This design comes from an exercise in tuning for small area and a short achievable clock period on the open sky130 flow, not from production work.
The RTL was checked by simulation tests, not by an equivalence proof against the original design.
Power and IR drop assume default switching activity.

==> flow/design.v (excerpt) <==
module cpu16_top(input logic clk,
        input logic reset,
        output logic [7:0] imem_addr,       
        input logic [15:0] imem_rdata,      
        output logic [9:0] dmem_addr,       
        output logic [15:0] dmem_wdata,     
        output logic dmem_we,               
        input logic [15:0] dmem_rdata,      
        output logic ovf_ctrl,
        output logic take_branch
    );
Size: roughly 790 cells after synthesis, ~71 I/O pins, ~8900 um2 of cells after synthesis.
make LEC_CHECK=0 CAP_MARGIN=20 CORE_MARGIN=2 CORE_UTILIZATION=40 SETUP_SLACK_MARGIN=5 SLEW_MARGIN=20 finish   # period 15.0 ns
run.sh (not shown) runs the stock make flow with config.mk's settings and CLKGATE_MAP_FILE= SYNTH_SCRIPT=/design/flow/synth_recipe.tcl, a recipe that flattens the netlist after the stock synthesis.
The baseline produced a clean layout.
Change:
Settings changed: CTS_BUF_LIST set to sky130_fd_sc_hd__clkbuf_4 sky130_fd_sc_hd__clkbuf_8.
Effect: The new run produced a clean layout. Worst setup slack gains 0.047 ns. Power is lower by about 9%. First-iteration DRC count is higher by 1.2%.
Change:
Settings changed: ABC_CLOCK_PERIOD_IN_PS set to 4000, CTS_BUF_LIST sky130_fd_sc_hd__clkbuf_4 sky130_fd_sc_hd__clkbuf_8 to not set.
Outcome: The changed run ran to the end with no violations. Sequential share of layout area came out lower by 0.74 points. Wire length went up by about 0.5%. Utilization climbs by 0.95 points. Final cell count stays flat. Worst hold slack loses 0.015 ns. Setup slack got worse by 0.047 ns. Design area went up by about 2%.
Change:
==> flow/flow/run.sh (new file) <==
#!/bin/bash
set -euo pipefail
cd "$(dirname "$0")/.."
export BUFFER_PORTS_ARGS="-buffer_cell sky130_fd_sc_hd__buf_1"
export SETUP_SLACK_MARGIN=7
bash standard.sh > make.log 2>&1
==> flow/standard.sh (new file) <==
#!/bin/bash
# synth_recipe.tcl (not shown) runs the flow's synth.tcl, then flattens the netlist and writes it again
# the make line also repeats each setting of config.mk as NAME=value (left out here)
make -C /OpenROAD-flow-scripts/flow DESIGN_CONFIG=/design/flow/config.mk WORK_HOME=/design/flow/orfs CLKGATE_MAP_FILE= SYNTH_SCRIPT=/design/flow/synth_recipe.tcl "${@:-finish}"
Settings changed: ABC_CLOCK_PERIOD_IN_PS 4000 to not set, SETUP_SLACK_MARGIN 5 to not set.
removed: flow/run.sh
After rerunning: The changed run passed the timing, design-rule and antenna checks. Maximum frequency is higher by 5.4%. Global-route usage is higher by 1.1 points. Setup slack improved by 0.51 ns. Cell area is higher by 2.6%. Non-clock buffer count is higher by 31. Utilization is higher by 1.3 points. Total power is lower by 1.3%.

* * *

cpu16_top, a different RTL version from the one above (not shown whole).
For scale: ~710 cells after synthesis, ~140 flip-flops, ~71 I/O pins, ~0.0088 mm2 of cells after synthesis.
==> flow/config.mk <==
export PLATFORM = sky130hd
export DESIGN_NAME = cpu16_top
export DESIGN_NICKNAME = cpu16_top
export VERILOG_FILES = /design/flow/design.v
export SDC_FILE = /design/flow/constraint.sdc
export NUM_CORES = 4
export LEC_CHECK = 0
export CAP_MARGIN = 20
export CORE_MARGIN = 2
export CORE_UTILIZATION = 40
export CTS_BUF_LIST = sky130_fd_sc_hd__clkbuf_4 sky130_fd_sc_hd__clkbuf_8
export SETUP_SLACK_MARGIN = 5
export SLEW_MARGIN = 20
export SYNTH_HIERARCHICAL = 1
export SYNTH_MINIMUM_KEEP_SIZE = 0
==> flow/constraint.sdc <==
create_clock -name core_clock -period 15.0 [get_ports {clk}]
set_input_delay 3.0000 -clock core_clock [delete_from_list [all_inputs] [get_ports {clk}]]
set_output_delay 3.0000 -clock core_clock [all_outputs]
set_load 0.01 [all_outputs]
Stock flow here: none of the scripts above is used.
The first run finished with timing, DRC and antenna clean.
Change:
==> flow/flow/run.sh (new file) <==
#!/bin/bash
set -euo pipefail
cd "$(dirname "$0")/.."
export BUFFER_PORTS_ARGS="-buffer_cell sky130_fd_sc_hd__buf_1"
export SETUP_SLACK_MARGIN=5.5
bash standard.sh > make.log 2>&1
==> flow/standard.sh (new file) <==
#!/bin/bash
# synth_recipe.tcl (not shown) runs the flow's synth.tcl, then flattens the netlist and writes it again
# the make line also repeats each setting of config.mk as NAME=value (left out here)
make -C /OpenROAD-flow-scripts/flow DESIGN_CONFIG=/design/flow/config.mk WORK_HOME=/design/flow/orfs CLKGATE_MAP_FILE= SYNTH_SCRIPT=/design/flow/synth_recipe.tcl "${@:-finish}"
Settings changed: SETUP_SLACK_MARGIN 5 to default.
removed: flow/run.sh
=> The changed run completed without violations. Synthesized cell count stays the same. Power is lower by 7.9%. Global-route usage decreases by 0.33 points. Final area decreases by 6.0%. Cell count fell by 0.46%. Die area stays the same. Fmax went up by 4.0%.
Change:
==> flow/flow/run.sh (replaced) <==
#!/bin/bash
set -euo pipefail
cd "$(dirname "$0")/.."
export BUFFER_PORTS_ARGS="-buffer_cell sky130_fd_sc_hd__buf_1"
export SETUP_SLACK_MARGIN=6
bash standard.sh > make.log 2>&1
=> Clock-buffer cell count stays the same; cell count grows by 5.6%; total power grows by 6.5%; fmax grows by 2.6%; combinational power grows by 20%; global-route usage grows by 1.2 points; via count grows by 4.8%; first-iteration DRC count shrinks by 3.2%; critical path depth grows by 3; hold slack hardly moves.

* * *

Setup of rev 12:
cpu16_top, a different RTL version from the one above (not shown whole).
For scale: about 840 cells after synthesis, about 140 flip-flops, roughly 8900 µm² of cells after synthesis.
// cpu16_top
module cpu16_top(input logic clk,
        input logic reset,
        output logic [7:0] imem_addr,       
        input logic [15:0] imem_rdata,      
        output logic [9:0] dmem_addr,       
        output logic [15:0] dmem_wdata,     
        output logic dmem_we,               
        input logic [15:0] dmem_rdata,      
        output logic ovf_ctrl,
        output logic take_branch
    );
==> flow/config.mk <==
export PLATFORM = sky130hd
export DESIGN_NAME = cpu16_top
export DESIGN_NICKNAME = cpu16_top
export VERILOG_FILES = /design/flow/design.v
export SDC_FILE = /design/flow/constraint.sdc
export NUM_CORES = 4
export LEC_CHECK = 0
export CAP_MARGIN = 20
export CORE_MARGIN = 2
export CORE_UTILIZATION = 40
export CTS_BUF_LIST = sky130_fd_sc_hd__clkbuf_4 sky130_fd_sc_hd__clkbuf_8
export SLEW_MARGIN = 20
==> flow/constraint.sdc <==
create_clock -name core_clock -period 15.0 [get_ports {clk}]
set_input_delay 3.0000 -clock core_clock [delete_from_list [all_inputs] [get_ports {clk}]]
set_output_delay 3.0000 -clock core_clock [all_outputs]
set_load 0.01 [all_outputs]
standard.sh (not shown) runs the stock make flow with config.mk's settings and CLKGATE_MAP_FILE= SYNTH_SCRIPT=/design/flow/synth_recipe.tcl, a recipe that flattens the netlist after the stock synthesis.
==> flow/flow/run.sh <==
#!/bin/bash
set -euo pipefail
cd "$(dirname "$0")/.."
export BUFFER_PORTS_ARGS="-buffer_cell sky130_fd_sc_hd__buf_1"
export SETUP_SLACK_MARGIN=8
bash standard.sh > make.log 2>&1
Setup changes, rev 12 to rev 13
==> flow/flow/run.sh <==
#!/bin/bash
set -euo pipefail
cd "$(dirname "$0")/.."
export BUFFER_PORTS_ARGS="-buffer_cell sky130_fd_sc_hd__buf_1"
export SETUP_SLACK_MARGIN=7
bash standard.sh > make.log 2>&1
==> results.txt <==
- Summary — number of global-route vias before repair, rev 13 relative to rev 12: lower, by about 1.7%.
- The cell area after layout of rev 13 was superior to that of rev 12.
- Final wirelength down 1700 µm in rev 13 wrt rev 12
- Rev 13 falls short of rev 12 in final critical-path required period.

what the ideal ports hide:
No port has a modelled driver above. Below, the same layouts with a new extraction and two added sets of constraints.
Step 1 assumes that a clkbuf_16 drives the clock port and a buf_2 every other input.
Step 2 also shifts input and output timing later by t, the mid clock arrival at the registers, as if the neighbouring blocks saw the same clock.
Slacks: ideal ports / drivers / drivers and shift; pairs: ideal ports / drivers.
run | t (ns) | slack for setup (ns) | worst setup path at the end
the first run of note 1 | 0.469 | 5.081 / 5.052 / 5.052 | input to output
the second run of note 1 | 0.508 | 5.128 / 5.099 / 5.099 | input to output
the third run of note 1 | 0.469 | 5.081 / 5.052 / 5.052 | input to output
the fourth run of note 1 | 0.472 | 5.587 / 5.548 / 5.548 | input to output
the first run of note 2 | 0.490 | 5.217 / 5.197 / 5.197 | input to output
the second run of note 2 | 0.487 | 5.591 / 5.567 / 5.567 | input to output
the third run of note 2 | 0.482 | 5.826 / 5.786 / 5.786 | input to output
rev 12 | 0.506 | 5.489 / 5.441 / 5.441 | input to output
rev 13 | 0.510 | 5.429 / 5.350 / 5.350 | input to output
After both steps every run listed still meets setup and hold. For rev 13, which loses most, drivers alone change the setup slack by -0.079 ns; drivers and shift together by -0.079 ns.
